Context: an optimization exercise on an open-source flow, tuned for small area, a short achievable clock period and few clock cycles per item. The choices shown serve that exercise and are no tape-out recipe.
In this exercise RTL edits were held to simulation tests only and were not proved equivalent to the original.

==> flow/design.v (outline; a module is shown in full before it is edited, if it fits) <==
// module geofence: 443 lines
module geofence ( clk,reset,X,Y,valid,is_inside);
  // ...
==> flow/run.sh <==
#!/bin/bash
# synth_recipe.tcl (not shown) runs the flow's synth.tcl, then flattens the netlist and writes it again
# the make line also repeats each setting of config.mk as NAME=value (left out here)
make -C /OpenROAD-flow-scripts/flow DESIGN_CONFIG=/design/flow/config.mk WORK_HOME=/design/flow/orfs CLKGATE_MAP_FILE= SYNTH_SCRIPT=/design/flow/synth_recipe.tcl finish
==> flow/config.mk <==
export PLATFORM = sky130hd
export DESIGN_NAME = geofence
export DESIGN_NICKNAME = geofence
export VERILOG_FILES = /design/flow/design.v
export SDC_FILE = /design/flow/constraint.sdc
export NUM_CORES = 4
export LEC_CHECK = 0
export CAP_MARGIN = 20
export CORE_MARGIN = 2
export CORE_UTILIZATION = 40
export SETUP_SLACK_MARGIN = 5
export SLEW_MARGIN = 20
==> flow/constraint.sdc <==
create_clock -name core_clock -period 11.0 [get_ports {clk}]
set_input_delay 2.2000 -clock core_clock [delete_from_list [all_inputs] [get_ports {clk}]]
set_output_delay 2.2000 -clock core_clock [all_outputs]
set_load 0.01 [all_outputs]
==> flow_summary.json, run 1 <==
{
  "status": "no timing/DRC/antenna violations",
  "antennaDiodeCount": 1,
  "antenna_found_initial": 1,
  "ys_seq_elements": 125,
  "hpwlAfterDp_mm": 31.43,
  "critical_path.reg2reg.startpoint": "ld_lq",
  "whs_endpoint": "lq[12]",
  "die_h_um": 207.4,
  "synth-compound-area-share": 0.03645,
  "crit-reg2reg-capture": "full",
  "cts.repair.resized": 38,
  "r2r.worst_path.cells": 22,
  "setup.worst_path.start_class": "register",
  "timing.critical_path.from": "ld_lq",
  "dp_worst_setup_slack_ps": 3593,
  "synth_cell_types": 55,
  "fin_setup_tns_ps": 0,
  "clock_tree.root_cell": "sky130_fd_sc_hd__clkbuf_16",
  "yosys.area.top_type_share": 0.4114,
  "wp_depth": 22,
  "layout.clock_buffers": 18,
  "postLayoutSetupSlackWorst_ps": 4549,
  "groute.usage.overall": 0.2118,
  "cpLargestDelayFamily": "adder cells",
  "synth_fa_ha_area_frac": 0.4916,
  "timing.critical_path.required_ps": 11150,
  "design.die.area_um2": 43000,
  "rrSetupSlack_ps": 4550,
  "area_share_clock_buf_inv": 0.03166
}
Testbench counts, summed over its fixed seeds: cycles 20,369, items 2,400.
==> inputs of run 2 (changes only) <==
--- a/flow/design.v
+++ b/flow/design.v
@@ -1,26 +1,21 @@
 module geofence ( clk,reset,X,Y,valid,is_inside);
     input clk;
     input reset;
     input [9:0] X;
     input [9:0] Y;
-    output reg valid;
-    output reg is_inside;
+    output valid;
+    output is_inside;
     reg [3:0] cnt;           
     reg [9:0] ox, oy;        
-    reg wsx, wsy, wzx, wzy;
-    reg [9:0] wmx, wmy;
-    reg [23:0] wp, rq, lq;
-    reg ld_rq, ld_lq;
+    reg wsx, wsy, rsx, rsy, lsx, lsy;
+    reg [9:0] wmx, wmy, rmx, rmy, lmx, lmy;
+    reg wzx, wzy, rzx, rzy, lzx, lzy;
     reg full;
-    wire rsx, rsy, lsx, lsy, rzx, rzy, lzx, lzy;
-    wire [9:0] rmx, rmy, lmx, lmy;
-    assign {rsx, rmx, rzx, rsy, rmy, rzy} = ld_rq ? wp : rq;
-    assign {lsx, lmx, lzx, lsy, lmy, lzy} = ld_lq ? wp : lq;
     wire signed [10:0] dx = $signed({1'b0, X}) - $signed({1'b0, ox});
     wire signed [10:0] dy = $signed({1'b0, Y}) - $signed({1'b0, oy});
     wire [9:0] ax = dx[10] ? -dx[9:0] : dx[9:0];
     wire [9:0] ay = dy[10] ? -dy[9:0] : dy[9:0];
     wire r_s1 = rsx ^ wsy, r_s2 = rsy ^ wsx;
     wire l_s1 = lsx ^ wsy, l_s2 = lsy ^ wsx;
     wire r_z = (rzx | wzy) & (rzy | wzx);
     wire l_z = (lzx | wzy) & (lzy | wzx);
@@ -402,42 +397,44 @@
     wire cr_zero = (r_s1 == r_s2) ? dr_zero : r_z;
     wire cl_zero = (l_s1 == l_s2) ? dl_zero : l_z;
     wire cr_pos = !cr_neg && !cr_zero;
     wire cl_pos = !cl_neg && !cl_zero;
     wire w_zero = wzx && wzy;
     wire w_opp = ((wsx != rsx) && !wzx) || ((wsy != rsy) && !wzy);
     wire first = (cnt == 4'd2);
     wire step = (cnt >= 4'd3) && (cnt <= 4'd7);
-    wire set_l = !cl_neg && !cr_neg;
-    wire set_r = cr_neg && cl_neg;
-    wire to_full = w_zero
-                 || (cl_pos && !cr_pos)
-                 || (cr_neg && !cl_neg)
-                 || (cr_zero && cl_zero && w_opp);
+    wire set_l = !cl_neg;
+    wire set_r = cr_neg;
+    reg f_wz, f_step, f_cln, f_crn, f_clz, f_crz, f_opp;
+    wire to_full = f_wz
+                 || (f_step && !f_cln && (f_crn || f_crz) && !(f_clz && f_crz && !f_opp));
+    wire full_now = (cnt == 4'd3) ? to_full : (full || to_full);
+    assign valid = (cnt == 4'd8) || ((cnt == 4'd6 || cnt == 4'd7) && full_now);
+    assign is_inside = full_now;
     always @(posedge clk or posedge reset) begin
-        if (reset) begin
+        if (reset)
             cnt <= 4'd0;
-            valid <= 1'b0;
-        end else begin
+        else
             cnt <= valid ? 4'd0 : cnt + 4'd1;
-            valid <= !valid && ((cnt == 4'd7) || ((cnt == 4'd5 || cnt == 4'd6) && (full || to_full)));
-        end
     end
     always @(posedge clk) begin
         if (cnt == 4'd0) begin
             ox <= X;
             oy <= Y;
         end
         wsx <= dx[10]; wmx <= ax; wzx <= (dx == 11'sd0);
         wsy <= dy[10]; wmy <= ay; wzy <= (dy == 11'sd0);
-        wp <= {wsx, wmx, wzx, wsy, wmy, wzy};
-        rq <= {rsx, rmx, rzx, rsy, rmy, rzy};
-        lq <= {lsx, lmx, lzx, lsy, lmy, lzy};
-        ld_rq <= first || (step && set_r);
-        ld_lq <= first || (step && set_l);
-        if (first)
-            full <= w_zero;
-        else if (step)
-            full <= full || to_full;
-        is_inside <= full || to_full;
+        if (first || (step && set_r)) begin
+            rsx <= wsx; rmx <= wmx; rzx <= wzx;
+            rsy <= wsy; rmy <= wmy; rzy <= wzy;
+        end
+        if (first || (step && set_l)) begin
+            lsx <= wsx; lmx <= wmx; lzx <= wzx;
+            lsy <= wsy; lmy <= wmy; lzy <= wzy;
+        end
+        f_wz <= w_zero; f_step <= step;
+        f_cln <= cl_neg; f_crn <= cr_neg;
+        f_clz <= cl_zero; f_crz <= cr_zero;
+        f_opp <= w_opp;
+        full <= full_now;
     end
 endmodule
==> flow/config.mk (replaced) <==
export PLATFORM = sky130hd
export DESIGN_NAME = geofence
export DESIGN_NICKNAME = geofence
export VERILOG_FILES = /design/flow/design.v
export SDC_FILE = /design/flow/constraint.sdc
export NUM_CORES = 4
export LEC_CHECK = 0
export ABC_AREA = 1
export CAP_MARGIN = 20
export CORE_MARGIN = 2
export CORE_UTILIZATION = 40
export SETUP_SLACK_MARGIN = 5
export SLEW_MARGIN = 20
==> flow_summary.json, run 2 <==
{
  "status": "no timing/DRC/antenna violations",
  "grt_setup_unrepaired": "true",
  "synthesis.area_per_instance_um2": 8.536,
  "layout.nets": 2475,
  "post_route_cells_drive_above_1_share": 0.09141,
  "post_synth_inst_count": 1946,
  "dr_total_vias": 12383,
  "cts-buffers-inserted": 9,
  "min-delay-path-class": "register to register",
  "slew_headroom": 0.1617,
  "max_cap_violations": 0,
  "wl_mm": 42.99,
  "path_common_cell": "sky130_fd_sc_hd__fa_1",
  "grt-busiest-layer": "met2",
  "achievable-frequency_mhz": 172.2,
  "cts.sinks": 104,
  "timing.critical_path.required_ps": 11270,
  "finalWeightedCongestion": 0.8765,
  "synth_edf_count": 68,
  "ys_seq_elements": 104,
  "yosys-top-cells-count": "562 x sky130_fd_sc_hd__inv_1, 541 x sky130_fd_sc_hd__nand2_1, 340 x sky130_fd_sc_hd__fa_1",
  "critPathMaxFanout": 4,
  "grt.met2_usage": 0.3405,
  "rows": 74,
  "finClkSkew_ps": 11.49,
  "grt_use_met1": 0.2649,
  "synth_most_common_cell": "sky130_fd_sc_hd__inv_1",
  "post_drt_via_cell_ratio": 4.866,
  "mappedNetlistNets": 2413,
  "final_period_minus_worst_setup_slack_ps": 5807,
  "grt_first_pass_wirelength_mm": 68.23,
  "cts_max_level": 3,
  "flow.area_growth_from_synthesis_pct": 12.36,
  "groute.usage.overall": 0.2026,
  "main_area_contributors_after_synthesis": "sky130_fd_sc_hd__fa_1 41%, sky130_fd_sc_hd__inv_1 13%, sky130_fd_sc_hd__edfxtp_1 12%",
  "timing_worst_setup_path_type": "register to register",
  "dr.pass1.iters": 6,
  "detail_route.iter0.violations": 1018,
  "synth.yosys.seq_area_share": 0.1675,
  "clkLatencyLatePin_ps": 350,
  "cts_tree": "yes",
  "io_buffer_count": 23,
  "antenna_found_initial": 0,
  "core-area_um2": 40920,
  "synth_fa_ha_area_frac": 0.4889,
  "synth-compound-area-share": 0.02320,
  "final_antenna_net_count": 0,
  "global_route.overflow_total": 0,
  "timing.final.hold_violations": 0,
  "yosys.area.top_type_share": 0.4098,
  "die_h_um": 207.8,
  "drc_violations_left": 0,
  "design.die.area_um2": 43170,
  "timing.final.setup_violations": 0,
  "antennaDiodeCount": 0,
  "most-common-layout-cells": "561 x sky130_fd_sc_hd__inv_1, 538 x sky130_fd_sc_hd__nand2_1, 315 x sky130_fd_sc_hd__fa_1",
  "ys.warnings.count": 1,
  "final_min_period_over_clock_period": 0.5279,
  "critical_path.cell_chain": "buf_4 -> nand2_1 -> inv_1 -> fa_1 -> inv_1 -> fa_1 -> fa_1 -> fa_2 -> fa_1 -> fa_1 -> inv_1 -> ha_1 -> ha_1 -> inv_1 -> fa_1 -> nor3_2 -> nand3_1 -> nor4_1 -> nand3_1 -> nand2_1",
  "synth_mux_area_frac": 0,
  "cts.clk_slew.worst_paths_ps": 70,
  "timing.critical_path.to_type": "register",
  "top_ports": 24,
  "worst_ep_arrival_time_ps": 6080,
  "timing_worst_slew_pin_value_ps": 1254,
  "synth_top_family_by_area": "adder cells",
  "clock_tree.root_cell": "sky130_fd_sc_hd__clkbuf_16",
  "post_synth_and_or_nand_nor_area_fraction": 0.1598,
  "cts-root-to-sink-buffers": 2,
  "hold_slack_ps": 488.3,
  "peak_per_stage_delay_on_the_critical_path_ps": 540,
  "mappedNetlistArea_um2": 16610,
  "detail_route.wl_per_cell_um": 16.89,
  "pin_count_of_the_biggest_net_entering_global_routing": 23,
  "crit_slowest_cell": "sky130_fd_sc_hd__fa_1",
  "start_util": 0.4059,
  "use_met3": 0.03525,
  "hpwlAfterDp_mm": 32.28,
  "fin_setup_tns_ps": 0,
  "dieWidth_um": 207.8,
  "yosys.area_share.xor_xnor": 0.01469,
  "layout.cells.most_common": "sky130_fd_sc_hd__inv_1",
  "asyncSetResetFlopFracSynth": 0.03846,
  "setup.worst_path.start_class": "register",
  "hold_buffers": 0,
  "yosys_most_used_dff": "sky130_fd_sc_hd__edfxtp_1",
  "number_of_global_route_vias_before_repair": 12940,
  "synth_cell_types": 40,
  "finalMaxSlewViolations": 0,
  "netlist.top_cell.by_area": "sky130_fd_sc_hd__fa_1"
}
run 2: cell types whose count changed after synthesis, moves of 28 or more:
cell	before	now
sky130_fd_sc_hd__dfxtp_1	99	32
sky130_fd_sc_hd__and2_1	85	0
sky130_fd_sc_hd__edfxtp_1	21	68
sky130_fd_sc_hd__nand3_1	4	39
sky130_fd_sc_hd__nor2b_1	216	0
sky130_fd_sc_hd__nand2_1	125	541
sky130_fd_sc_hd__inv_1	237	562
sky130_fd_sc_hd__xnor2_1	48	8
sky130_fd_sc_hd__mux2i_1	28	0
run 2: worst paths after layout:
| check | startpoint | to | slack, ps | cells after the start |
|---|---|---|---|---|
| setup reg to reg | lmx[5] | f_clz | 5190 | 20 |
| hold / removal | cnt[0] | cnt[0] | 490 | 1 |
| setup / recovery | lmx[5] | f_clz | 5190 | 20 |
| min in group asynchronous | reset | cnt[3] | 2050 | 2 |
| hold reg to reg | cnt[0] | cnt[0] | 490 | 1 |
| max in group asynchronous | reset | cnt[0] | 8800 | 2 |
run 2: worst max-delay path: cells and delay by family (launching register included):
family,cells,cell delay (ps)
adders and majority gates,9,3630
buffers and inverters,5,450
DFF,1,490
and+or+nand+nor,6,1160
run 2: layer usage:
| layer | routed length [um] | share of wire | up-vias |
|---|---|---|---|
| li1 | - | - | 5698 |
| met1 | 16910 | 0.39 | 6067 |
| met2 | 20760 | 0.48 | 514 |
| met3 | 3691 | 0.086 | 104 |
| met4 | 1622 | 0.038 | 0 |
| met5 | 0 | 0 | - |
run 2: final cells by class:
| class | count | area (um^2) |
|---|---|---|
| flip-flops and latches | 104 | 2821 |
| repair buffers | 126 | 1164 |
| multi-input cells | 1204 | 11620 |
| clock inverters | 5 | 32.53 |
| inverters | 563 | 2113 |
| fillers | 3976 | 22260 |
| clock buffers | 11 | 242.7 |
| well taps | 532 | 665.6 |
run 2: cells by family after synthesis:
| family | after synthesis |
|---|---|
| adders and majority gates | 445 |
| AOI/OAI and AO/OA | 61 |
| buffers and inverters | 644 |
| and+or+nand+nor | 665 |
| DFF | 104 |
| xor gates and xnor gates | 27 |
run 2: stage by stage:
step	utilization	instances	worst slack [ps]	cell area, um^2
4_1_cts	0.4408	2502	5011	18040
3_5_place_dp	0.4234	2436	4345	17330
5_1_grt	0.4561	2545	4966	18660
2_1_floorplan	-	1946	5188	16620
3_3_place_gp	0.4234	2436	4417	17330
6_report	0.4561	2545	5193	18660
run 2: what timing repair did:
item | 4_1_cts | 5_1_grt
gates cloned | 6 | 2
endpoints found under the setup margin | 50 | 51
pin swaps | 6 | 24
buffers inserted | 44 | 41
resized for setup | 21 | 79
Testbench counts of run 2, summed over its fixed seeds: cycles 20,369, items 2,400.
==> inputs of run 3 (changes only) <==
--- a/flow/config.mk
+++ b/flow/config.mk
@@ -5,7 +5,6 @@
 export SDC_FILE = /design/flow/constraint.sdc
 export NUM_CORES = 4
 export LEC_CHECK = 0
-export ABC_AREA = 1
 export CAP_MARGIN = 20
 export CORE_MARGIN = 2
 export CORE_UTILIZATION = 40
==> flow_summary.json, run 3 <==
{
  "status": "no timing/DRC/antenna violations",
  "layout.cells.most_common": "sky130_fd_sc_hd__fa_1",
  "hold_buffers": 0,
  "use_met3": 0.02632,
  "cts_tree": "yes",
  "cts-root-to-sink-buffers": 2,
  "cts.sinks": 104,
  "design.die.area_um2": 41160,
  "dieWidth_um": 202.9,
  "grt.met2_usage": 0.3573,
  "critPathMaxFanout": 8,
  "final_antenna_net_count": 0,
  "start_util": 0.4075,
  "global_route.overflow_total": 0,
  "critical_path.reg2reg.startpoint": "rmx[6]",
  "synth.yosys.seq_area_share": 0.1759,
  "peak_per_stage_delay_on_the_critical_path_ps": 570,
  "antennaDiodeCount": 0,
  "layout.filler_cells": 3538,
  "rows": 72,
  "core-area_um2": 38830,
  "post_drt_via_cell_ratio": 5.045,
  "critical_path.cell_chain": "and2_4 -> fa_1 -> inv_1 -> fa_2 -> fa_2 -> fa_1 -> fa_2 -> inv_2 -> fa_2 -> fa_1 -> ha_4 -> nand4_1 -> o221a_2 -> o21ai_2 -> a21oi_2 -> o21ai_2 -> mux2i_2 -> buf_4 -> o31ai_4 -> buf_6",
  "finalMaxSlewViolations": 0,
  "clock_tree.root_cell": "sky130_fd_sc_hd__clkbuf_16",
  "timing.final.hold_violations": 0,
  "final_min_period_over_clock_period": 0.5517,
  "post_route_cells_drive_above_1_share": 0.1396,
  "grt_use_met1": 0.2700,
  "timing_worst_setup_path_type": "register to register",
  "main_area_contributors_after_synthesis": "sky130_fd_sc_hd__fa_1 43%, sky130_fd_sc_hd__edfxtp_1 13%, sky130_fd_sc_hd__and2_1 12%",
  "grt_first_pass_wirelength_mm": 64.33,
  "finalWeightedCongestion": 0.8320,
  "dr.pass1.iters": 5,
  "hold_slack_ps": 482.4,
  "crit_path_buf_inv_count": 4,
  "antenna_found_initial": 1,
  "postLayoutSetupSlackWorst_ps": 4931,
  "timing.critical_path.to_type": "register",
  "synth_edf_count": 68,
  "fin_setup_tns_ps": 0,
  "top_ports": 24,
  "timing.final.setup_violations": 0,
  "timing.critical_path.required_ps": 11050,
  "grt_setup_unrepaired": "true",
  "layout.nets": 2024,
  "synth_cell_types": 53,
  "max_cap_violations": 0,
  "finClkSkew_ps": 9.427,
  "cpLargestDelayFamily": "adder cells",
  "layout.core_utilization": 0.4642,
  "mappedNetlistArea_um2": 15820,
  "dr_total_vias": 10494,
  "achievable-frequency_mhz": 164.8,
  "clkLatencyLatePin_ps": 340,
  "cts_max_level": 3,
  "post_synth_inst_count": 1476,
  "flow.area_growth_from_synthesis_pct": 13.91,
  "yosys-top-cells-count": "340 x sky130_fd_sc_hd__fa_1, 294 x sky130_fd_sc_hd__and2_1, 213 x sky130_fd_sc_hd__inv_1",
  "worst_ep_arrival_time_ps": 6120,
  "cts.clk_slew.worst_paths_ps": 60,
  "io_buffer_count": 23,
  "hpwlAfterDp_mm": 29.35,
  "synthesis.area_per_instance_um2": 10.72,
  "hold_path.startpoint": "cnt[0]",
  "synth_most_common_cell": "sky130_fd_sc_hd__fa_1",
  "pin_count_of_the_biggest_net_entering_global_routing": 23,
  "mappedNetlistNets": 1943,
  "crit_slowest_cell": "sky130_fd_sc_hd__edfxtp_1",
  "detail_route.wl_per_cell_um": 19.06,
  "final_period_minus_worst_setup_slack_ps": 6069,
  "slew_headroom": 0.4186,
  "most-common-layout-cells": "304 x sky130_fd_sc_hd__fa_1, 275 x sky130_fd_sc_hd__and2_1, 209 x sky130_fd_sc_hd__inv_1",
  "netlist.top_cell.by_area": "sky130_fd_sc_hd__fa_1",
  "dp_worst_setup_slack_ps": 3887,
  "ys.warnings.count": 1,
  "cts-buffers-inserted": 9,
  "drc_violations_left": 0,
  "timing.critical_path.from": "rmx[6]",
  "path_common_cell": "sky130_fd_sc_hd__fa_2",
  "yosys_most_used_dff": "sky130_fd_sc_hd__edfxtp_1",
  "groute.usage.overall": 0.2051,
  "wl_mm": 39.65,
  "yosys.area.top_type_share": 0.4302,
  "setup.worst_path.start_class": "register",
  "die_h_um": 202.9,
  "min-delay-path-class": "register to register",
  "timing_worst_slew_pin_value_ps": 872.2,
  "ys_seq_elements": 104,
  "asyncSetResetFlopFracSynth": 0.03846,
  "grt-busiest-layer": "met2",
  "detail_route.iter0.violations": 648,
  "number_of_global_route_vias_before_repair": 11861
}
[run 3: changes by cell type after synthesis, sizes merged, moves of 6 or more]
| cell | before | now |
|---|---|---|
| nand2 | 544 | 129 |
| inv | 563 | 213 |
| and2 | 0 | 294 |
| nand3 | 39 | 6 |
| xnor2 | 8 | 38 |
| clkbuf | 80 | 59 |
| nor2 | 45 | 28 |
| a31oi | 1 | 8 |
| nand3b | 7 | 0 |
| nand2b | 0 | 6 |
| nor4 | 1 | 7 |
[run 3: path summary, 6_finish.rpt]
| path | to | slack, ps | cells past startpoint |
|---|---|---|---|
| setup / recovery | rmx[5] | 4930 | 20 |
| hold / removal | cnt[0] | 480 | 1 |
| setup reg to reg | rmx[5] | 4930 | 20 |
| hold reg to reg | cnt[0] | 480 | 1 |
| max in group asynchronous | cnt[2] | 8810 | 2 |
| min in group asynchronous | cnt[0] | 2040 | 2 |
[run 3: area by class of cell]
type,count,area [um^2],share of cell area
multi-input combinational,1101,12300,0.6826
sequential,104,2824,0.1567
timing repair buffer,128,1152,0.06394
inverter,213,799.5,0.04436
tap,518,648.1,0.03596
clock buffer,15,289.0,0.01604
clock inverter,1,7.507,0.0004165
[run 3: what timing repair did]
item	in CTS	in global routing
buffers inserted	83	10
pin swaps	22	22
cloned	3	0
resized for setup	73	26
endpoints found under the setup margin	52	50
[run 3: cells by family after synthesis]
family	share of synthesized area
XOR/XNOR	0.03211
adder cells (fa/ha/maj)	0.5132
buffers and inverters	0.06484
AO/OA/AOI/OAI	0.03369
multiplexers	0.002610
AND/OR/NAND/NOR	0.1777
flip-flops	0.1759
[run 3: per-stage QoR]
stage,area [um^2],instances
after floorplan,15940,1476
after global placement,16640,1968
after detailed placement,16640,1968
after CTS,17860,2070
after global routing,18020,2080
final,18020,2080
[run 3: per-layer routing]
| metal | wire (um) | vias to the layer above |
|---|---|---|
| li1 | - | 4724 |
| met2 | 20100 | 263 |
| met3 | 2153 | 60 |
| met4 | 826 | 2 |
| met1 | 16550 | 5445 |
| met5 | 13 | - |
==> inputs of run 4 (changes only) <==
--- a/flow/config.mk
+++ b/flow/config.mk
@@ -5,8 +5,10 @@
 export SDC_FILE = /design/flow/constraint.sdc
 export NUM_CORES = 4
 export LEC_CHECK = 0
+export ABC_AREA = 1
 export CAP_MARGIN = 20
 export CORE_MARGIN = 2
 export CORE_UTILIZATION = 40
 export SETUP_SLACK_MARGIN = 5
 export SLEW_MARGIN = 20
+export TNS_END_PERCENT = 0
==> flow_summary.json, run 4 <==
{
  "global_route.overflow_total": 0,
  "achievable-frequency_mhz": 172.2,
  "layout.core_utilization": 0.4543,
  "design.die.area_um2": 43170,
  "flow.area_growth_from_synthesis_pct": 11.92,
  "timing.critical_path.to_type": "register",
  "dieWidth_um": 207.8,
  "rows": 74,
  "timing.final.hold_violations": 0,
  "netlist.top_cell.by_area": "sky130_fd_sc_hd__fa_1",
  "groute.usage.overall": 0.2097,
  "drc_violations_left": 0,
  "min-delay-path-class": "register to register",
  "cts.clk_slew.worst_paths_ps": 80,
  "wl_mm": 43.06,
  "pin_count_of_the_biggest_net_entering_global_routing": 23,
  "most-common-layout-cells": "562 x sky130_fd_sc_hd__inv_1, 538 x sky130_fd_sc_hd__nand2_1, 309 x sky130_fd_sc_hd__fa_1",
  "slew_headroom": 0.1202,
  "timing.final.setup_violations": 0,
  "antenna_found_initial": 0,
  "synth.yosys.seq_area_share": 0.1675,
  "final_period_minus_worst_setup_slack_ps": 5809,
  "cts-root-to-sink-buffers": 2,
  "die_h_um": 207.8,
  "dr.pass1.iters": 5,
  "core-area_um2": 40920,
  "layout.cells.most_common": "sky130_fd_sc_hd__inv_1",
  "post_synth_inst_count": 1946,
  "grt_first_pass_wirelength_mm": 70.59,
  "cts_max_level": 3,
  "synthesis.area_per_instance_um2": 8.536,
  "number_of_global_route_vias_before_repair": 13607,
  "timing_worst_setup_path_type": "register to register",
  "start_util": 0.4059,
  "synth_edf_count": 68,
  "fin_setup_tns_ps": 0,
  "timing.critical_path.required_ps": 11050,
  "ys_seq_elements": 104,
  "antennaDiodeCount": 0,
  "top_ports": 24,
  "detail_route.iter0.violations": 979,
  "yosys_most_used_dff": "sky130_fd_sc_hd__edfxtp_1",
  "asyncSetResetFlopFracSynth": 0.03846,
  "finalWeightedCongestion": 0.9111,
  "hpwlAfterDp_mm": 32.42,
  "finClkSkew_ps": 17.16,
  "io_buffer_count": 23,
  "dr_total_vias": 12400,
  "synth_cell_types": 40,
  "max_cap_violations": 0,
  "synth_most_common_cell": "sky130_fd_sc_hd__inv_1",
  "hold_slack_ps": 494.8,
  "ys.warnings.count": 1,
  "critPathMaxFanout": 7,
  "main_area_contributors_after_synthesis": "sky130_fd_sc_hd__fa_1 41%, sky130_fd_sc_hd__inv_1 13%, sky130_fd_sc_hd__edfxtp_1 12%",
  "yosys.area.top_type_share": 0.4098,
  "detail_route.wl_per_cell_um": 16.95,
  "layout.nets": 2471,
  "rrSetupSlack_ps": 5190,
  "cts_tree": "yes",
  "post_route_cells_drive_above_1_share": 0.08960,
  "mappedNetlistArea_um2": 16610,
  "clkLatencyLatePin_ps": 360,
  "yosys-top-cells-count": "562 x sky130_fd_sc_hd__inv_1, 541 x sky130_fd_sc_hd__nand2_1, 340 x sky130_fd_sc_hd__fa_1",
  "cts-buffers-inserted": 9,
  "placement.cell_area_um2": 17340,
  "worst_ep_arrival_time_ps": 5850,
  "mappedNetlistNets": 2413,
  "cts.sinks": 104,
  "grt_setup_unrepaired": "true",
  "finalMaxSlewViolations": 0,
  "final_min_period_over_clock_period": 0.5281,
  "fin_area_um2": 18590,
  "setup.worst_path.start_class": "register",
  "timing_worst_slew_pin_value_ps": 1316,
  "post_drt_via_cell_ratio": 4.880,
  "status": "no timing/DRC/antenna violations",
  "clock_tree.root_cell": "sky130_fd_sc_hd__clkbuf_16",
  "final_antenna_net_count": 0
}
==> run 4: changes by cell type after synthesis, moves of 6 or more <==
cell                       delta
sky130_fd_sc_hd__nor2_1      +17
sky130_fd_sc_hd__clkbuf_1    +21
sky130_fd_sc_hd__nand3_1     +33
sky130_fd_sc_hd__nand3b_1     +7
sky130_fd_sc_hd__nand2_1    +412
sky130_fd_sc_hd__xnor2_1     -30
sky130_fd_sc_hd__a31oi_1      -7
sky130_fd_sc_hd__inv_1      +349
sky130_fd_sc_hd__and2_1     -294
sky130_fd_sc_hd__nand2b_1     -6
==> run 4: what timing repair did <==
action                                 CTS  global route
setup endpoints to repair               50            49
buffers inserted                        57            24
hold buffers                             0             0
gates cloned                             5             1
resized for setup                       35            56
endpoints found under the hold margin    0             0
pin swaps                               10            21
==> run 4: worst paths after layout <==
check	cells after the start	end	startpoint
worst max-delay path	22	lmx[2]	lmx[7]
worst min-delay path	1	cnt[0]	cnt[0]
worst max register to register	22	lmx[2]	lmx[7]
worst min register to register	1	cnt[0]	cnt[0]
max in group asynchronous	2	cnt[1]	reset
min in group asynchronous	2	cnt[0]	reset
==> run 4: stage by stage <==
step | setup slack (ps) | std cells
4_1_cts | 4999 | 2516
6_report | 5191 | 2541
3_3_place_gp | 4130 | 2438
5_1_grt | 4985 | 2541
3_5_place_dp | 4095 | 2438
2_1_floorplan | 4998 | 1946
==> run 4: area by class of cell <==
class,count,area (um^2)
fill,3944,22330
multi-input combinational,1204,11660
sequential,104,2801
inverter,563,2113
timing repair buffer,122,1074
tap,532,665.6
clock buffer,10,229.0
clock inverter,6,47.55
==> run 4: critical path, cell delays in order (launching register included) <==
cell                       delay, ps
sky130_fd_sc_hd__edfxtp_1        490
sky130_fd_sc_hd__buf_4           230
sky130_fd_sc_hd__nand2_1          70
sky130_fd_sc_hd__inv_1            50
sky130_fd_sc_hd__fa_1            480
sky130_fd_sc_hd__inv_1            50
sky130_fd_sc_hd__fa_1            420
sky130_fd_sc_hd__fa_1            550
sky130_fd_sc_hd__fa_2            400
sky130_fd_sc_hd__fa_1            520
sky130_fd_sc_hd__fa_1            520
sky130_fd_sc_hd__inv_1            40
sky130_fd_sc_hd__ha_1            330
sky130_fd_sc_hd__nand2_1          90
sky130_fd_sc_hd__inv_1            50
sky130_fd_sc_hd__nand4_1         200
sky130_fd_sc_hd__nor3b_2         210
sky130_fd_sc_hd__nand2_1         100
sky130_fd_sc_hd__nand2_1          70
sky130_fd_sc_hd__nand2_1          50
sky130_fd_sc_hd__nand3b_1        200
sky130_fd_sc_hd__nand2_4         180
sky130_fd_sc_hd__nand2_4         190
==> run 4: logic make-up (layout without fill, tap and decap cells) <==
family	after synthesis	after routing	synth area share
fa+ha+maj	445	445	0.4889
compound gates	61	61	0.02320
xor+xnor	27	27	0.01469
simple gates	665	671	0.1598
flops	104	104	0.1675
buf+inv	644	701	0.1460
==> run 4: routing by layer <==
layer,GRT usage,wire [um]
met5,0,0
met1,0.2691,16960
met4,0.08560,1692
met3,0.04297,3680
met2,0.3469,20730
==> inputs of run 5 (changes only) <==
--- a/flow/config.mk
+++ b/flow/config.mk
@@ -5,7 +5,6 @@
 export SDC_FILE = /design/flow/constraint.sdc
 export NUM_CORES = 4
 export LEC_CHECK = 0
-export ABC_AREA = 1
 export CAP_MARGIN = 20
 export CORE_MARGIN = 2
 export CORE_UTILIZATION = 40
==> flow_summary.json, run 5 <==
{
  "final_period_minus_worst_setup_slack_ps": 6072,
  "design.die.area_um2": 41160,
  "timing.critical_path.to_type": "register",
  "finalMaxSlewViolations": 0,
  "grt_setup_unrepaired": "true",
  "use_met3": 0.03933,
  "grt_use_met1": 0.2761,
  "yosys_most_used_dff": "sky130_fd_sc_hd__edfxtp_1",
  "asyncSetResetFlopFracSynth": 0.03846,
  "post_route_cells_drive_above_1_share": 0.1199,
  "grt-busiest-layer": "met2",
  "dieWidth_um": 202.9,
  "final_antenna_net_count": 0,
  "cts_tree": "yes",
  "timing_worst_setup_path_type": "register to register",
  "clock_tree.root_cell": "sky130_fd_sc_hd__clkbuf_16",
  "synthesis.area_per_instance_um2": 10.72,
  "cts_max_level": 3,
  "crit_slowest_cell": "sky130_fd_sc_hd__edfxtp_1",
  "worst_ep_arrival_time_ps": 6130,
  "timing.critical_path.required_ps": 11050,
  "ys_seq_elements": 104,
  "timing.final.setup_violations": 0,
  "antenna_found_initial": 0,
  "dr.pass1.iters": 5,
  "post_synth_inst_count": 1476,
  "critPathMaxFanout": 8,
  "netlist.top_cell.by_area": "sky130_fd_sc_hd__fa_1",
  "start_util": 0.4075,
  "top_ports": 24,
  "timing.final.hold_violations": 0,
  "critical_path.cell_chain": "and2_4 -> fa_1 -> fa_2 -> fa_2 -> fa_1 -> fa_2 -> inv_1 -> fa_2 -> fa_1 -> ha_1 -> nand4_1 -> o221a_2 -> o21ai_2 -> a21oi_2 -> o21ai_2 -> mux2i_2 -> buf_4 -> o31ai_4 -> buf_6",
  "cpLargestDelayFamily": "adder cells",
  "antennaDiodeCount": 0,
  "cts.sinks": 104,
  "worst_hold_path.num_cells": 1,
  "fin_setup_tns_ps": 0,
  "synth_cell_types": 53,
  "wl_mm": 40.41,
  "r2r.worst_path.cells": 19,
  "detail_route.iter0.violations": 703,
  "grt_first_pass_wirelength_mm": 65.61,
  "finalWeightedCongestion": 0.8306,
  "flow.area_growth_from_synthesis_pct": 12.97,
  "setup.worst_path.start_class": "register",
  "rows": 72,
  "synth_most_common_cell": "sky130_fd_sc_hd__fa_1",
  "achievable-frequency_mhz": 164.7,
  "synth.yosys.seq_area_share": 0.1759,
  "min-delay-path-class": "register to register",
  "mappedNetlistArea_um2": 15820,
  "postLayoutSetupSlackWorst_ps": 4928,
  "clkLatencyLatePin_ps": 340,
  "number_of_global_route_vias_before_repair": 11955,
  "wp_depth": 19,
  "core-area_um2": 38830,
  "max_cap_violations": 0,
  "layout.nets": 2013,
  "die_h_um": 202.9,
  "rrSetupSlack_ps": 4930,
  "peak_per_stage_delay_on_the_critical_path_ps": 570,
  "setup.worst_path.end": "rmx[8]",
  "yosys-top-cells-count": "340 x sky130_fd_sc_hd__fa_1, 294 x sky130_fd_sc_hd__and2_1, 213 x sky130_fd_sc_hd__inv_1",
  "finClkSkew_ps": 7.766,
  "final_min_period_over_clock_period": 0.5520,
  "most-common-layout-cells": "308 x sky130_fd_sc_hd__fa_1, 284 x sky130_fd_sc_hd__and2_1, 213 x sky130_fd_sc_hd__inv_1",
  "layout.cells.most_common": "sky130_fd_sc_hd__fa_1",
  "crit_path_buf_inv_count": 3,
  "path_common_cell": "sky130_fd_sc_hd__fa_2",
  "cts.clk_slew.worst_paths_ps": 70,
  "main_area_contributors_after_synthesis": "sky130_fd_sc_hd__fa_1 43%, sky130_fd_sc_hd__edfxtp_1 13%, sky130_fd_sc_hd__and2_1 12%",
  "groute.usage.overall": 0.2101,
  "global_route.overflow_total": 0,
  "cts-root-to-sink-buffers": 2,
  "io_buffer_count": 23,
  "slew_headroom": 0.4145,
  "ys.warnings.count": 1,
  "synth_edf_count": 68,
  "dp_worst_setup_slack_ps": 3971,
  "yosys.area.top_type_share": 0.4302,
  "mappedNetlistNets": 1943,
  "hold_buffers": 0,
  "hpwlAfterDp_mm": 29.85,
  "status": "no timing/DRC/antenna violations",
  "timing_worst_slew_pin_value_ps": 878.3,
  "detail_route.wl_per_cell_um": 19.53,
  "pin_count_of_the_biggest_net_entering_global_routing": 23,
  "post_drt_via_cell_ratio": 5.135,
  "grt.met2_usage": 0.3565,
  "cts-buffers-inserted": 9,
  "drc_violations_left": 0,
  "crit-reg2reg-capture": "rmx[8]",
  "critical_path.reg2reg.startpoint": "rmy[6]",
  "timing.critical_path.from": "rmy[6]",
  "dr_total_vias": 10625
}
==> run 5: repair_timing <==
item                                    4_1_cts  5_1_grt
resized for setup                            53       22
gates cloned                                  2        0
endpoints found under the setup margin       52       50
pin swaps                                    20       13
setup buffers                                67       13
==> run 5: worst min path at each step <==
stage / from / end
floorplan: wmx[0] / lmx[0]
global placement: cnt[0] / cnt[0]
detailed placement: cnt[0] / cnt[0]
CTS: cnt[0] / cnt[0]
global route: cnt[0] / cnt[0]
finish: cnt[0] / cnt[0]
==> run 5: cell type report <==
cell class	count	area, um^2
fill	3567	20950
multi-input combinational	1101	12250
sequential	104	2816
timing repair buffer	117	1040
inverter	213	799.5
tap	518	648.1
clock buffer	12	289.0
clock inverter	4	28.78
==> run 5: worst register-to-register path, delay by kind of cell (launching register included) <==
family	cells	cell delay, ps
AO/OA/AOI/OAI	5	930
adder cells (fa/ha/maj)	8	3390
multiplexers	1	110
buffers and inverters	3	410
AND/OR/NAND/NOR	2	370
flip-flops	1	570
==> run 5: kinds of logic (layout without fill, tap and decap cells) <==
logic type / after synthesis / in the layout / share of synthesized area
AOI/OAI and AO/OA: 82 / 84 / 0.03369
DFF: 104 / 104 / 0.1759
and+or+nand+nor: 510 / 510 / 0.1777
adders and majority gates: 445 / 445 / 0.5132
buffers and inverters: 273 / 346 / 0.06484
muxes: 4 / 4 / 0.002610
xor gates and xnor gates: 58 / 58 / 0.03211
==> run 5: routing by layer <==
layer / vias up / wire [um] / part of all wire
li1: 4702 / - / -
met3: 65 / 2716 / 0.067
met1: 5536 / 16540 / 0.41
met2: 322 / 20130 / 0.50
met5: - / 0 / 0
met4: 0 / 1023 / 0.025
==> run 5: metrics by stage <==
| step | instance area (um^2) | std cells | utilization | hold WS [ps] |
|---|---|---|---|---|
| after floorplan | 15940 | 1476 | - | 443.7 |
| after global placement | 16660 | 1971 | 0.4291 | 481.0 |
| after detailed placement | 16660 | 1971 | 0.4291 | 490.5 |
| after CTS | 17700 | 2056 | 0.4559 | 502.1 |
| after global routing | 17870 | 2069 | 0.4604 | 522.3 |
| final | 17870 | 2069 | 0.4604 | 498.3 |
==> inputs of run 6 (changes only) <==
==> flow/flow/run.sh (new file) <==
#!/bin/bash
set -euo pipefail
grep -q 'SETUP_SLACK_MARGIN=5 ' standard.sh
sed 's/SETUP_SLACK_MARGIN=5 /SETUP_SLACK_MARGIN=5.6 /' standard.sh > flow_standard.sh
bash flow_standard.sh > layout.log 2>&1
==> flow/standard.sh (new file) <==
#!/bin/bash
# synth_recipe.tcl (not shown) runs the flow's synth.tcl, then flattens the netlist and writes it again
# the make line also repeats each setting of config.mk as NAME=value (left out here)
make -C /OpenROAD-flow-scripts/flow DESIGN_CONFIG=/design/flow/config.mk WORK_HOME=/design/flow/orfs CLKGATE_MAP_FILE= SYNTH_SCRIPT=/design/flow/synth_recipe.tcl "${@:-finish}"
--- a/flow/config.mk
+++ b/flow/config.mk
@@ -5,6 +5,7 @@
 export SDC_FILE = /design/flow/constraint.sdc
 export NUM_CORES = 4
 export LEC_CHECK = 0
+export ABC_AREA = 1
 export CAP_MARGIN = 20
 export CORE_MARGIN = 2
 export CORE_UTILIZATION = 40
removed: flow/run.sh
==> flow_summary.json, run 6 <==
{
  "status": "no timing/DRC/antenna violations",
  "synth-compound-area-share": 0.02320,
  "layout.core_utilization": 0.4662,
  "timing.final.setup_violations": 0,
  "crit-reg2reg-capture": "lsy",
  "post_route_cells_drive_above_1_share": 0.1230,
  "clkLatencyLatePin_ps": 340,
  "antennaDiodeCount": 0,
  "detail_route.iter0.violations": 868,
  "drc_violations_left": 0,
  "critical_path.cell_chain": "nand2_2 -> inv_2 -> fa_2 -> inv_2 -> fa_2 -> fa_2 -> fa_2 -> fa_2 -> fa_2 -> inv_2 -> fa_2 -> inv_2 -> fa_2 -> o21a_1 -> a21oi_2 -> nor2_2 -> nand2_1 -> nand2_1 -> nand3b_1 -> nand2_4 -> nand2_4",
  "mappedNetlistArea_um2": 16610,
  "die_h_um": 207.8,
  "ys_seq_elements": 104,
  "regArea_um2": 2826,
  "start_util": 0.4059,
  "crit_path_buf_inv_count": 4,
  "most-common-layout-cells": "551 x sky130_fd_sc_hd__inv_1, 532 x sky130_fd_sc_hd__nand2_1, 288 x sky130_fd_sc_hd__fa_1",
  "setup.worst_path.start_class": "register",
  "layout.cells.most_common": "sky130_fd_sc_hd__inv_1",
  "final_min_period_over_clock_period": 0.5235,
  "min-delay-path-class": "register to register",
  "worst_hold_path.num_cells": 1,
  "fin_setup_tns_ps": 0,
  "cpLargestDelayFamily": "adder cells",
  "mappedNetlistNets": 2413,
  "critical_path.reg2reg.startpoint": "lmx[3]",
  "path_common_cell": "sky130_fd_sc_hd__fa_2",
  "groute.usage.overall": 0.2092,
  "hold_buffers": 0,
  "achievable-frequency_mhz": 173.7,
  "whs_endpoint": "cnt[0]",
  "slew_headroom": 0.4372,
  "postLayoutSetupSlackWorst_ps": 5241,
  "hold_path.startpoint": "cnt[0]",
  "cts-root-to-sink-buffers": 2,
  "rrSetupSlack_ps": 5240,
  "grt_setup_unrepaired": "true",
  "dr.pass1.iters": 7,
  "timing_worst_setup_path_type": "register to register",
  "yosys_most_used_dff": "sky130_fd_sc_hd__edfxtp_1",
  "main_area_contributors_after_synthesis": "sky130_fd_sc_hd__fa_1 41%, sky130_fd_sc_hd__inv_1 13%, sky130_fd_sc_hd__edfxtp_1 12%",
  "synth_cell_types": 40,
  "global_route.overflow_total": 0,
  "cts.sinks": 104,
  "final_period_minus_worst_setup_slack_ps": 5759,
  "netlist.top_cell.by_area": "sky130_fd_sc_hd__fa_1",
  "post_synth_inst_count": 1946,
  "detail_route.wl_per_cell_um": 17.03,
  "finalMaxSlewViolations": 0,
  "crit_slowest_cell": "sky130_fd_sc_hd__edfxtp_1",
  "cts-buffers-inserted": 9,
  "top_ports": 24,
  "max_cap_violations": 0,
  "critPathMaxFanout": 8,
  "peak_per_stage_delay_on_the_critical_path_ps": 550,
  "clock_tree.root_cell": "sky130_fd_sc_hd__clkbuf_16",
  "timing.critical_path.required_ps": 11040,
  "antenna_found_initial": 1,
  "dieWidth_um": 207.8,
  "dp_worst_setup_slack_ps": 4688,
  "rows": 74,
  "timing_worst_slew_pin_value_ps": 841.2,
  "cts.clk_slew.worst_paths_ps": 70,
  "flow.area_growth_from_synthesis_pct": 14.87,
  "synthesis.area_per_instance_um2": 8.536,
  "finClkSkew_ps": 8.698,
  "pin_count_of_the_biggest_net_entering_global_routing": 23,
  "yosys-top-cells-count": "562 x sky130_fd_sc_hd__inv_1, 541 x sky130_fd_sc_hd__nand2_1, 340 x sky130_fd_sc_hd__fa_1",
  "hpwlAfterDp_mm": 32.21,
  "synth_fa_ha_area_frac": 0.4889,
  "timing.critical_path.to_type": "register",
  "synth_mux_area_frac": 0,
  "layout.filler_cells": 3901,
  "post_synth_and_or_nand_nor_area_fraction": 0.1598,
  "ys.warnings.count": 1,
  "grt_first_pass_wirelength_mm": 70.28,
  "dr_total_vias": 12432,
  "synth.yosys.seq_area_share": 0.1675,
  "synth_edf_count": 68,
  "post_drt_via_cell_ratio": 4.849,
  "yosys.area_share.xor_xnor": 0.01469,
  "timing.final.hold_violations": 0,
  "asyncSetResetFlopFracSynth": 0.03846,
  "layoutNonFillerInstCount": 2564,
  "worst_ep_arrival_time_ps": 5790,
  "final_antenna_net_count": 0,
  "core-area_um2": 40920,
  "number_of_global_route_vias_before_repair": 13366,
  "cts_tree": "yes",
  "dpl.cell_count": 2433,
  "io_buffer_count": 23,
  "synth_most_common_cell": "sky130_fd_sc_hd__inv_1",
  "synth_top_family_by_area": "adder cells",
  "multi_input_comb_area_um2": 11780,
  "hold_slack_ps": 494.5,
  "cts_max_level": 3,
  "wl_mm": 43.67,
  "design.die.area_um2": 43170,
  "r2r.worst_path.cells": 21,
  "finalWeightedCongestion": 0.9114,
  "layout.nets": 2494,
  "yosys.area.top_type_share": 0.4098
}
run 6: changes by cell type in the layout (fill, tap and decap cells not counted), sizes merged, moves of 4 or more:
cell and delta:
and2 -294, nor4 -6, a31oi -7, nand3 +33, nand3b +7, a21o -5
buf +25, nor2b -5, xnor2 -30, nand2 +421, nand2b -6, o31ai -4
nor2 +17, inv +348
run 6: cell families (layout without fill, tap and decap cells):
logic type | count (synthesis) | in the layout
AOI/OAI and AO/OA | 61 | 61
xor gates and xnor gates | 27 | 27
adders and majority gates | 445 | 445
buffers and inverters | 644 | 724
DFF | 104 | 104
and+or+nand+nor | 665 | 671
run 6: final cells by class:
class / count / area share
Clock buffer: 15 / 0.01574
Multi-Input combinational cell: 1204 / 0.6172
Clock inverter: 1 / 0.001574
Sequential cell: 104 / 0.1481
Timing Repair Buffer: 145 / 0.07167
Tap cell: 532 / 0.03489
Inverter: 563 / 0.1108
run 6: worst max path at each step:
stage	cells past startpoint	start	end	slack, ps
global route	23	lmx[3]	lmy[5]	5140
CTS	21	lmx[3]	lmx[0]	5400
detailed placement	19	wmy[0]	lmy[9]	4690
finish	21	lmx[3]	lsy	5240
global placement	20	wmy[0]	rmy[8]	4780
floorplan	23	rmx[5]	rmx[0]	5590
run 6: repair_timing:
action,CTS,global route
setup buffers,92,14
gates cloned,9,0
gates resized for setup,95,48
pin swaps,32,45
setup endpoints to repair,52,51
run 6: per-layer routing:
layer  track usage  wire length, um  up-vias
met5             0                0        -
met4       0.06554             1062        0
met3       0.03646             3274       76
met2        0.3627            22150      441
met1        0.2664            17190     6183
li1              -                -     5732
run 6: stage by stage:
step	cell area (um^2)
global route	19080
CTS	18850
global placement	17360
floorplan	16730
finish	19080
detailed placement	17360

re-timing with driven ports:
In the flow no input, the clock included, has a driving cell. The finished layouts below were timed again as built, in two steps.
Step 1 assumes that a clkbuf_16 drives the clock port and a buf_2 every other input.
Step 2 adds t to the input delays and takes it off the output delays; t is the mean of the earliest and latest rising clock arrival at the registers after step 1. Input paths then give back, and output paths get back, about the clock's delay inside the block.
Slacks: no drivers / after step 1 / after step 2; pairs: no drivers / after step 1.
run	shift t [ns]	setup WS [ns]	worst data-port slew with drivers (ns)
run 1	0.459	4.549 / 4.549 / 4.549	0.03
run 2	0.385	5.193 / 5.193 / 5.193	0.03
run 3	0.381	4.931 / 4.931 / 4.931	0.04
run 4	0.394	5.191 / 5.191 / 5.191	0.03
run 5	0.384	4.928 / 4.928 / 4.928	0.04
run 6	0.386	5.241 / 5.241 / 5.241	0.03
After both steps every run listed still meets setup and hold.
